This is an optimization exercise on Yosys and OpenROAD, whose aim is small area and a short achievable clock period, not a production implementation.
In this exercise RTL edits were held to simulation tests only and were not proved equivalent to the original.
The clock input has no modelled driver; a real chip could not lean on it and would need a root buffer or a full tree.
Power is estimated from default activity; no workload was simulated.

Design Multiplier_32bit, start of the top module:
module Multiplier_32bit(
    input  logic        clk,
    input  logic        rst,
    input  logic [31:0] in0,   
    input  logic [31:0] in1,   
    output logic        done,
    output logic [63:0] result
);
Size: roughly 2600 cells after synthesis, ~130 I/O pins.
export LEC_CHECK = 0
export ABC_AREA = 1
export CAP_MARGIN = 20
export CORE_MARGIN = 2
export CORE_UTILIZATION = 60
export CTS_CLUSTER_DIAMETER = 80
export CTS_CLUSTER_SIZE = 25
export PLACE_DENSITY = 0.75
export SLEW_MARGIN = 20
export SYNTH_HIERARCHICAL = 1
create_clock -name core_clock -period 28.0 [get_ports {clk}]
standard.sh (not shown) runs the stock make flow with config.mk's settings and CLKGATE_MAP_FILE= SYNTH_SCRIPT=/design/flow/synth_recipe.tcl, a recipe that flattens the netlist after the stock synthesis.
==> flow/flow/run.sh <==
#!/bin/bash
set -euo pipefail
export BUFFER_PORTS_ARGS="-buffer_cell sky130_fd_sc_hd__buf_2"
bash standard.sh > standard_flow.log 2>&1
Rerun with:
CAP_MARGIN = 0   (was 20)
CORE_UTILIZATION = 40   (was 60)
CTS_CLUSTER_DIAMETER = default   (was 80)
CTS_CLUSTER_SIZE = default   (was 25)
GPL_TIMING_DRIVEN = 0   (was default)
PLACE_DENSITY = 0.6   (was 0.75)
SLEW_MARGIN = 0   (was 20)
Core utilization is lower by 20 points.
Power is higher by a few percent.
Register-to-register slack degrades by 0.32 ns.
Final cell count is higher by about a fifth.
Worst setup slack degrades by 0.032 ns.
Routed wire length is higher by well over a third.
Rerun with:
CAP_MARGIN = 20   (was 0)
CORE_UTILIZATION = 55   (was 40)
CTS_CLUSTER_DIAMETER = 80   (was default)
CTS_CLUSTER_SIZE = 30   (was default)
GPL_TIMING_DRIVEN = default   (was 0)
PLACE_DENSITY = 0.65   (was 0.6)
SLEW_MARGIN = 20   (was 0)
Outcome:
- hold slack stays flat
- area after synthesis is unchanged
- combinational power decreases by about 3%
Rerun with:
CORE_UTILIZATION = 60   (was 55)
CTS_CLUSTER_DIAMETER = 60   (was 80)
PLACE_DENSITY = 0.75   (was 0.65)
=> The changed run completed with no timing, DRC or antenna violations. Global-route usage is higher by 2.5 points. Clock skew is higher by 0.014 ns. Synthesized area does not change. Count of clock-buffer cells in the layout is higher by 4. Non-clock buffer count does not change. Sequential power is about the same. Worst hold slack barely changes. Worst setup slack is worse by 0.0049 ns. Synthesized cell count is unchanged. Via count is higher by 2.1%. Power is higher by 2.5%.

* * *

Multiplier_32bit, a different RTL version from the one above (not shown whole).
Size in the first run: roughly 2600 cells after synthesis, about 130 I/O pins, ~26000 um2 of cells after synthesis.
// Multiplier_32bit
module Multiplier_32bit(
    input  logic        clk,
    input  logic        rst,
    input  logic [31:0] in0,   
    input  logic [31:0] in1,   
    output logic        done,
    output logic [63:0] result
);
export LEC_CHECK = 0
export ABC_AREA = 1
export CAP_MARGIN = 20
export CORE_MARGIN = 2
export CORE_UTILIZATION = 60
export CTS_CLUSTER_DIAMETER = 80
export CTS_CLUSTER_SIZE = 25
export PLACE_DENSITY = 0.75
export SLEW_MARGIN = 20
export SYNTH_HIERARCHICAL = 1
create_clock -name core_clock -period 28.0 [get_ports {clk}]
==> flow/flow/run.sh <==
#!/bin/bash
# The standard layout with two changes:
#  - the port buffers are plain buf_2 cells (BUFFER_PORTS_ARGS);
#  - after CTS, flow/clock_tree.tcl (ORFS's POST_CTS_TCL hook) replaces the
#    clock tree with a shallow two-level tree of inv_16 cells, and makes
#    the input ports' buffers buf_1.
# ORFS writes each step's log under orfs/logs; make's own output goes to
# standard_flow.log here.
set -euo pipefail
export BUFFER_PORTS_ARGS="-buffer_cell sky130_fd_sc_hd__buf_2"
export POST_CTS_TCL="$PWD/flow/clock_tree.tcl"
bash standard.sh > standard_flow.log 2>&1
==> flow/flow/clock_tree.tcl <==

proc ct_cluster {pts NX NY} {
  set n [llength $pts]
  set byx [lsort -real -index 1 $pts]
  set groups {}
  for {set cx 0} {$cx < $NX} {incr cx} {
    set a [expr {int(round(double($cx)*$n/$NX))}]
    set b [expr {int(round(double($cx+1)*$n/$NX))-1}]
    set col [lsort -real -index 2 [lrange $byx $a $b]]
    set m [llength $col]
    for {set cy 0} {$cy < $NY} {incr cy} {
      set a2 [expr {int(round(double($cy)*$m/$NY))}]
      set b2 [expr {int(round(double($cy+1)*$m/$NY))-1}]
      set g [lrange $col $a2 $b2]
      if {[llength $g]} { lappend groups $g }
    }
  }
  return $groups
}

proc ct_centroid {g} {
  set sx 0.0; set sy 0.0
  foreach p $g { set sx [expr {$sx + [lindex $p 1]}]; set sy [expr {$sy + [lindex $p 2]}] }
  return [list [expr {$sx/[llength $g]}] [expr {$sy/[llength $g]}]]
}

proc ct_out {inst} {
  set m [$inst getMaster]
  foreach mt [$m getMTerms] {
    if {[$mt getIoType] eq "OUTPUT"} { return [$mt getName] }
  }
}

proc ct_rebuild {NX NY MX MY leafcell rootcell} {
  set block [ord::get_db_block]
  set db [ord::get_db]
  set dbu [$block getDbUnitsPerMicron]
  set clknet [$block findNet clk]

  # collect the clock tree cells and the flip-flop clock pins below the port
  set tree_insts {}
  set tree_nets {}
  set sinks {}
  set todo [list $clknet]
  while {[llength $todo]} {
    set net [lindex $todo 0]
    set todo [lrange $todo 1 end]
    foreach it [$net getITerms] {
      if {![$it isInputSignal]} continue
      set inst [$it getInst]
      set master [$inst getMaster]
      if {[$master isSequential]} {
        lappend sinks $it
      } else {
        lappend tree_insts $inst
        foreach ot [$inst getITerms] {
          if {[$ot isOutputSignal] && [$ot getNet] ne "NULL"} {
            lappend tree_nets [$ot getNet]
            lappend todo [$ot getNet]
          }
        }
      }
    }
  }
  puts "clock tree: removing [llength $tree_insts] cells, [llength $tree_nets] nets; [llength $sinks] flip-flops"
  foreach it $sinks { $it disconnect }
  foreach inst $tree_insts { odb::dbInst_destroy $inst }
  foreach net $tree_nets { odb::dbNet_destroy $net }

  set pts {}
  foreach it $sinks {
    set b [[$it getInst] getBBox]
    lappend pts [list $it [expr {([$b xMin]+[$b xMax])/2.0/$dbu}] [expr {([$b yMin]+[$b yMax])/2.0/$dbu}]]
  }
  set leaves {}
  set i 0
  foreach g [ct_cluster $pts $NX $NY] {
    lassign [ct_centroid $g] cx cy
    set inst [odb::dbInst_create $block [$db findMaster $leafcell] "clktree_leaf_$i"]
    set net [odb::dbNet_create $block "clktree_leaf_net_$i"]
    $net setSigType CLOCK
    [$inst findITerm [ct_out $inst]] connect $net
    foreach p $g { [lindex $p 0] connect $net }
    $inst setLocation [expr {int($cx*$dbu)}] [expr {int($cy*$dbu)}]
    $inst setPlacementStatus PLACED
    lappend leaves [list $inst $cx $cy]
    puts "clock leaf $i: [llength $g] flip-flops at [format %.1f $cx] [format %.1f $cy]"
    incr i
  }
  set j 0
  foreach g [ct_cluster $leaves $MX $MY] {
    lassign [ct_centroid $g] cx cy
    set inst [odb::dbInst_create $block [$db findMaster $rootcell] "clktree_root_$j"]
    set net [odb::dbNet_create $block "clktree_root_net_$j"]
    $net setSigType CLOCK
    [$inst findITerm A] connect $clknet
    [$inst findITerm [ct_out $inst]] connect $net
    foreach p $g { [[lindex $p 0] findITerm A] connect $net }
    $inst setLocation [expr {int($cx*$dbu)}] [expr {int($cy*$dbu)}]
    $inst setPlacementStatus PLACED
    puts "clock root $j: [llength $g] leaves at [format %.1f $cx] [format %.1f $cy]"
    incr j
  }
}

ct_rebuild 3 4 2 2 sky130_fd_sc_hd__inv_16 sky130_fd_sc_hd__inv_16

# The input ports' buffers only feed flip-flops here, so the smallest buffer does.
set n_in 0
foreach port [get_ports -filter "direction==input"] {
  set pname [get_full_name $port]
  if {$pname eq "clk"} continue
  foreach pin [get_pins -of_objects [get_nets -of_objects $port] -filter "direction==input"] {
    set inst [get_cells -of_objects $pin]
    if {[get_property $inst ref_name] eq "sky130_fd_sc_hd__buf_2"} {
      replace_cell $inst sky130_fd_sc_hd__buf_1
      incr n_in
    }
  }
}
puts "input port buffers made buf_1: $n_in"
detailed_placement
check_placement -verbose
estimate_parasitics -placement
report_clock_latency
The starting point stopped in clock tree synthesis (STA-0100).
Edit:
--- a/flow/flow/clock_tree.tcl
+++ b/flow/flow/clock_tree.tcl
@@ -109,9 +109,8 @@
 set n_in 0
-foreach port [get_ports -filter "direction==input"] {
-  set pname [get_full_name $port]
-  if {$pname eq "clk"} continue
-  foreach pin [get_pins -of_objects [get_nets -of_objects $port] -filter "direction==input"] {
-    set inst [get_cells -of_objects $pin]
-    if {[get_property $inst ref_name] eq "sky130_fd_sc_hd__buf_2"} {
-      replace_cell $inst sky130_fd_sc_hd__buf_1
+foreach bt [[ord::get_db_block] getBTerms] {
+  if {[$bt getIoType] ne "INPUT" || [$bt getName] eq "clk"} continue
+  foreach it [[$bt getNet] getITerms] {
+    set inst [$it getInst]
+    if {[[$inst getMaster] getName] eq "sky130_fd_sc_hd__buf_2"} {
+      replace_cell [get_cells [$inst getName]] sky130_fd_sc_hd__buf_1
       incr n_in
CORE_UTILIZATION = 50   (was 60)
PLACE_DENSITY = 0.65   (was 0.75)
Effect:
- Now the flow finished with timing, DRC and antenna clean
- area after synthesis stays the same
- synthesized cell count stays the same
Edit:
CORE_UTILIZATION = 60   (was 50)
PLACE_DENSITY = 0.75   (was 0.65)
What happened: Sequential cell count is unchanged; global-route usage climbs by 5.4 points; synthesized cell count does not change; sequential power stays flat; final cell count goes down by a few percent; final area came out lower slightly; first-iteration DRC count climbs by a quarter to a third; clock power barely changes; worst setup slack degrades by 0.023 ns; clock skew climbs by 0.0070 ns.
Edit:
CORE_UTILIZATION = 70   (was 60)
PLACE_DENSITY = 0.85   (was 0.75)
The changed run went through all stages and came out clean. Hold slack is better by 0.0048 ns. Total power came out higher by a few percent. Final area came out lower slightly. Sequential power came out higher slightly. Cell count came out lower by a few percent. Via count came out higher by a few percent. Clock power barely changes. First-iteration DRC count came out higher by about a fifth. Register-to-register slack is better by 0.03 ns. Synthesized cell count stays the same.
The clock cells of the second, third and fourth runs of this note come from the design's own scripts or RTL, not from TritonCTS.

==> port drivers added, routing unchanged <==
No port has a modelled driver above. Below, the same layouts with a new extraction and two added sets of constraints.
Step 1: set_driving_cell puts a clkbuf_16 on clk and a buf_2 on each other input, an assumption about the parent block.
Step 2, shift: input delay + t, output delay - t, t = (earliest + latest rising clock arrival at the registers) / 2. This alone moves slack from input paths to output paths.
Slacks: ideal ports / drivers / drivers and shift; pairs: ideal ports / drivers.
| run | t, ns | setup slack, ns | clock arrival spread, ns | slew at the worst register clock pin (ns) |
|---|---|---|---|---|
| the first run of note 1 | 0.611 | 21.360 / 21.302 / 21.913 | 0.043 / 0.043 | 0.09 / 0.09 |
| the second run of note 1 | 0.655 | 21.327 / 21.263 / 21.829 | 0.042 / 0.042 | 0.06 / 0.06 |
| the third run of note 1 | 0.625 | 21.352 / 21.294 / 21.918 | 0.035 / 0.035 | 0.10 / 0.10 |
| the fourth run of note 1 | 0.624 | 21.347 / 21.286 / 21.910 | 0.048 / 0.048 | 0.10 / 0.10 |
| the second run of note 2 | 0.369 | 21.773 / 21.536 / 21.905 | 0.022 / 0.024 | 0.07 / 0.08 |
| the third run of note 2 | 0.366 | 21.750 / 21.525 / 21.891 | 0.028 / 0.028 | 0.08 / 0.08 |
| the fourth run of note 2 | 0.362 | 21.773 / 21.545 / 21.907 | 0.028 / 0.030 | 0.08 / 0.08 |
After both steps every run listed still meets setup and hold.
